From an optimization exercise on the open Yosys and OpenROAD flow, aimed at small area and few clock cycles; shortcuts taken in it are not production practice. Function was checked by simulation only, so behaviour that the tests miss may differ from the original. No activity file was given, so power comes from the tool's default toggle rates.

==> sierra: inputs <==
## datapath
module datapath(
    input clk,
    input rst,
    output [9:0] imem_addr,
    input [31:0] imem_rdata,
    output [9:0] dmem_addr,
    output [31:0] dmem_wdata,
    output dmem_we,
    input [31:0] dmem_rdata,
    output done
);
==> module regfile, before the edit <==
module regfile(
    input clk, rst,
    input [5:0] ra, rb,
    input we,
    input [5:0] wa,
    input [31:0] wda,        
    input [31:0] wdb,        
    output [31:0] da, db
);
    localparam N = 62;
    wire [N-1:0] sa, sb, sat, sbt, sw, swt, swn, swk;
    wire [31:0] q [0:N-1];
    wire rstn = ~rst;
    wire [7:0] whi, wlo, ahi, alo, bhi, blo;
    genvar r, b, k;
    generate for (k = 0; k < 8; k = k + 1) begin : pre
        assign whi[k] = we & rstn & (wa[5:3] == k);
        assign wlo[k] = (wa[2:0] == k);
        assign ahi[k] = (ra[5:3] == k);
        assign alo[k] = (ra[2:0] == k);
        assign bhi[k] = (rb[5:3] == k);
        assign blo[k] = (rb[2:0] == k);
    end endgenerate
    generate for (r = 0; r < N; r = r + 1) begin : row
        localparam [5:0] IDX = (r < 31) ? r + 1 : r + 2;
        k_nand2 en(.a(whi[IDX >> 3]), .b(wlo[IDX & 7]), .y(swt[r]));
        k_inv enb(.a(swt[r]), .y(sw[r]));              
        k_nand2 hld(.a(swt[r]), .b(rstn), .y(swk[r]));
        k_inv hldb(.a(swk[r]), .y(swn[r]));            
        k_nand2 ra_(.a(ahi[IDX >> 3]), .b(alo[IDX & 7]), .y(sat[r]));
        k_inv rab(.a(sat[r]), .y(sa[r]));
        k_nand2 rb_(.a(bhi[IDX >> 3]), .b(blo[IDX & 7]), .y(sbt[r]));
        k_inv rbb(.a(sbt[r]), .y(sb[r]));
        for (b = 0; b < 32; b = b + 1) begin : c
            wire d;
            k_a22o h(.a1(q[r][b]), .a2(swn[r]), .b1((r < 31) ? wda[b] : wdb[b]), .b2(sw[r]), .y(d));
            k_dff f(.clk(clk), .d(d), .q(q[r][b]));
        end
    end endgenerate
    generate for (b = 0; b < 32; b = b + 1) begin : col
        wire [21:0] ya, yb;
        for (k = 0; k < 20; k = k + 1) begin : g3
            k_a222oi pa(.a1(q[3*k][b]), .a2(sa[3*k]), .b1(q[3*k+1][b]), .b2(sa[3*k+1]),
                        .c1(q[3*k+2][b]), .c2(sa[3*k+2]), .y(ya[k]));
            k_a222oi pb(.a1(q[3*k][b]), .a2(sb[3*k]), .b1(q[3*k+1][b]), .b2(sb[3*k+1]),
                        .c1(q[3*k+2][b]), .c2(sb[3*k+2]), .y(yb[k]));
        end
        k_nand2 pa60(.a(q[60][b]), .b(sa[60]), .y(ya[20]));
        k_nand2 pa61(.a(q[61][b]), .b(sa[61]), .y(ya[21]));
        k_nand2 pb60(.a(q[60][b]), .b(sb[60]), .y(yb[20]));
        k_nand2 pb61(.a(q[61][b]), .b(sb[61]), .y(yb[21]));
        rf_nand22 oa(.y(ya), .o(da[b]));
        rf_nand22 ob(.y(yb), .o(db[b]));
    end endgenerate
endmodule
==> module rf_nand22, before the edit <==
module rf_nand22(input [21:0] y, output o);
    assign o = ~&y;
endmodule
==> flow/config.mk <==
export PLATFORM = sky130hd
export DESIGN_NAME = datapath
export DESIGN_NICKNAME = datapath
export VERILOG_FILES = /design/flow/design.v
export SDC_FILE = /design/flow/constraint.sdc
export NUM_CORES = 8
export LEC_CHECK = 0
export CAP_MARGIN = 25
export CORE_MARGIN = 2
export CORE_UTILIZATION = 58
export CTS_BUF_LIST = sky130_fd_sc_hd__clkbuf_8
export CTS_CLUSTER_DIAMETER = 70
export CTS_CLUSTER_SIZE = 16
export GPL_TIMING_DRIVEN = 0
export PLACE_DENSITY = 0.63
export SLEW_MARGIN = 25
export SYNTH_HIERARCHICAL = 1
export SYNTH_MINIMUM_KEEP_SIZE = 0
==> flow/constraint.sdc <==
create_clock -name core_clock -period 25.0 [get_ports {clk}]
set_input_delay 5.0000 -clock core_clock [delete_from_list [all_inputs] [get_ports {clk}]]
set_output_delay 5.0000 -clock core_clock [all_outputs]
set_load 0.01 [all_outputs]
standard.sh (not shown) runs the stock make flow with config.mk's settings and CLKGATE_MAP_FILE= SYNTH_SCRIPT=/design/flow/synth_recipe.tcl, a recipe that flattens the netlist after the stock synthesis.
==> flow/flow/run.sh <==
#!/bin/bash
set -euo pipefail
export BUFFER_PORTS_ARGS="-buffer_cell sky130_fd_sc_hd__buf_1"
sed -E 's/(CAP|SLEW)_MARGIN=[0-9.]+/\1_MARGIN=0/g' standard.sh > standard_m0.sh
bash standard_m0.sh cts > flow_to_cts.log 2>&1
bash standard.sh > flow_finish.log 2>&1
==> inputs of umber, as changes to sierra <==
--- a/flow/design.v
+++ b/flow/design.v
@@ -1556,10 +1556,20 @@
         k_nand2 pb60(.a(q[60][b]), .b(sb[60]), .y(yb[20]));
         k_nand2 pb61(.a(q[61][b]), .b(sb[61]), .y(yb[21]));
-        rf_nand22 oa(.y(ya), .o(da[b]));
-        rf_nand22 ob(.y(yb), .o(db[b]));
+        rf_or22 oa(.y(ya), .o(da[b]));
+        rf_or22 ob(.y(yb), .o(db[b]));
     end endgenerate
 endmodule
-module rf_nand22(input [21:0] y, output o);
-    assign o = ~&y;
+module rf_or22(input [21:0] y, output o);
+    wire [5:0] t;
+    wire [2:0] u;
+    genvar i;
+    generate for (i = 0; i < 5; i = i + 1) begin : l1
+        k_nand4 n(.a(y[4*i]), .b(y[4*i+1]), .c(y[4*i+2]), .d(y[4*i+3]), .y(t[i]));
+    end endgenerate
+    k_nand2 n5(.a(y[20]), .b(y[21]), .y(t[5]));
+    k_nor2 m0(.a(t[0]), .b(t[1]), .y(u[0]));
+    k_nor2 m1(.a(t[2]), .b(t[3]), .y(u[1]));
+    k_nor2 m2(.a(t[4]), .b(t[5]), .y(u[2]));
+    k_nand3 f(.a(u[0]), .b(u[1]), .c(u[2]), .y(o));
 endmodule
 module k_inv(input a, output y); assign y = ~a; endmodule
==> flow/flow/run.sh (replaced) <==
#!/bin/bash
set -euo pipefail
here=$(pwd)
export BUFFER_PORTS_ARGS="-buffer_cell sky130_fd_sc_hd__buf_1"
cat > config_du.mk <<C
include $here/config.mk
export DONT_USE_CELLS += sky130_fd_sc_hd__buf_8 sky130_fd_sc_hd__buf_12 sky130_fd_sc_hd__buf_16 sky130_fd_sc_hd__bufbuf_8 sky130_fd_sc_hd__bufbuf_16 sky130_fd_sc_hd__clkbuf_16
C
sed -E 's/(CAP|SLEW)_MARGIN=[0-9.]+/\1_MARGIN=0/g' standard.sh > standard_m0.sh
sed -E "s#DESIGN_CONFIG=[^ ]+#DESIGN_CONFIG=$here/config_du.mk#" standard_m0.sh > standard_m0_du.sh
sed -E "s#DESIGN_CONFIG=[^ ]+#DESIGN_CONFIG=$here/config_du.mk#" standard.sh > standard_du.sh
bash standard_m0.sh synth > flow_synth.log 2>&1
bash standard_m0_du.sh cts > flow_to_cts.log 2>&1
bash standard_du.sh > flow_finish.log 2>&1
CTS_CLUSTER_DIAMETER = 50   (was 70)
CTS_CLUSTER_SIZE = 12   (was 16)
==> inputs of xenon, as changes to sierra <==
==> flow/flow/run.sh (replaced) <==
#!/bin/bash
set -euo pipefail
here=$(pwd)
export BUFFER_PORTS_ARGS="-buffer_cell sky130_fd_sc_hd__buf_1"
cat > config_du.mk <<C
include $here/config.mk
export DONT_USE_CELLS += sky130_fd_sc_hd__buf_8 sky130_fd_sc_hd__buf_12 sky130_fd_sc_hd__buf_16 sky130_fd_sc_hd__bufbuf_8 sky130_fd_sc_hd__bufbuf_16 sky130_fd_sc_hd__clkbuf_16 sky130_fd_sc_hd__bufinv_8 sky130_fd_sc_hd__bufinv_16
C
sed -E 's/(CAP|SLEW)_MARGIN=[0-9.]+/\1_MARGIN=0/g' standard.sh > standard_m0.sh
sed -E "s#DESIGN_CONFIG=[^ ]+#DESIGN_CONFIG=$here/config_du.mk#" standard_m0.sh > standard_m0_du.sh
sed -E "s#DESIGN_CONFIG=[^ ]+#DESIGN_CONFIG=$here/config_du.mk#" standard.sh > standard_du.sh
bash standard_m0.sh synth > flow_synth.log 2>&1
bash standard_m0_du.sh cts > flow_to_cts.log 2>&1
bash standard_du.sh > flow_finish.log 2>&1
CAP_MARGIN = 20   (was 25)
SLEW_MARGIN = 20   (was 25)
==> comparison <==
umber finished clean. sierra completed with no timing, DRC or antenna violations. xenon completed and failed the layout checks on max-capacitance violations, max-slew violations.
Clock power is about the same in sierra and xenon.
The highest clock-buffer cell count belongs to umber, the lowest to xenon.
Total power: umber > sierra > xenon.
The highest core utilization belongs to sierra, the lowest to xenon.
The lowest routed wire length belongs to umber, the highest to sierra.
The lowest maximum frequency belongs to sierra, the highest to umber.
In umber the register-to-register slack is higher than in xenon, by 1500 ps.
Setup slack: sierra < xenon < umber.
Between umber and sierra, the lower first-iteration DRC count is in umber (gap about 0.4%, measured against sierra).
Of xenon and sierra, sierra has the higher combinational power (gap about 3%, measured against sierra).
==> figures <==
Outcome: umber timing/DRC/antenna clean; xenon finished with violations; sierra timing/DRC/antenna clean
Violated checks: umber -; xenon max-capacitance violations, max-slew violations; sierra -
GR Layer Usage met3: umber 25.2%; xenon 33.2%; sierra 33.0%
Sw frac: umber 26.3%; xenon 27.1%; sierra 26.9%
Bufs w/o clock: umber 279; xenon 265; sierra 280
Worst setup endpoint: umber rf.row[3].c[27].f.q$_DFF_P_; xenon rf.row[35].c[12].f.q$_DFF_P_; sierra rf.row[59].c[24].f.q$_DFF_P_
Share of the cycle needed by the critical path after routing: umber 89.0%; xenon 95.2%; sierra 95.8%
Multi-input logic portion of the cell area: umber 47.9%; xenon 48.4%; sierra 47.8%
Endpoint required time on the critical path: umber 25910 ps; xenon 25900 ps; sierra 25870 ps
Cells after Synth: umber 7989; xenon 7797; sierra 7797
Static leakage: umber 36.9 nW; xenon 35.4 nW; sierra 35.8 nW
Global-route track usage on met1: umber 63.6%; xenon 63.9%; sierra 64.0%
Start of the worst register-to-register path: umber IRfp$_DFF_P_; xenon IR[19]$_DFF_P_; sierra IR[19]$_DFF_P_
Weighted congestion at the end of routability-driven global placement: umber 1.08; xenon 1.09; sierra 1.09
Worst setup slack for register-to-register paths: umber 2740 ps; xenon 1210 ps; sierra 1050 ps
Cell count after placement: umber 10200; xenon 10000; sierra 10000
Logic gate share of total power: umber 6.1%; xenon 6.5%; sierra 6.7%
Post-Synth XOR/XNOR Area: umber 1.34%; xenon 1.34%; sierra 1.34%
Register-to-Register Path Depth: umber 80; xenon 78; sierra 76
Worst hold path startpoint: umber PC[26]$_DFF_P_; xenon PC[31]$_DFF_P_; sierra PC[29]$_DFF_P_
Crit path setup slack, layout: umber 2740 ps; xenon 1210 ps; sierra 1050 ps
Delay of the slowest critical-path stage: umber 900 ps; xenon 1080 ps; sierra 1270 ps
Testbench counts of sierra, summed over its fixed seeds: cycles 77,903.
Testbench counts of umber, summed over its fixed seeds: cycles 77,903.
Testbench counts of xenon, summed over its fixed seeds: cycles 77,903.

separate check: timing with driven ports:
The flow's constraints put no driver on any port. The routed layouts listed below were extracted and timed again, unchanged, in two steps.
Step 1 (the two cells are an assumption about what drives the block):
set clk [get_ports {clk}]
set_driving_cell -lib_cell sky130_fd_sc_hd__clkbuf_16 $clk
set_driving_cell -lib_cell sky130_fd_sc_hd__buf_2 [delete_from_list [all_inputs] $clk]
Step 2, shift: input delay + t, output delay - t, t = (earliest + latest rising clock arrival at the registers) / 2. This alone moves slack from input paths to output paths.
Three values: ideal ports, drivers, drivers and shift; two values: the first two.
| run | t (ns) | setup slack, ns | cell pins on the clock port's net |
|---|---|---|---|
| sierra | 1.071 | 1.049 / 1.049 / 1.049 | 1 |
| umber | 1.099 | 2.744 / 2.744 / 2.744 | 1 |
| xenon | 1.110 | 1.210 / 1.210 / 1.210 | 1 |
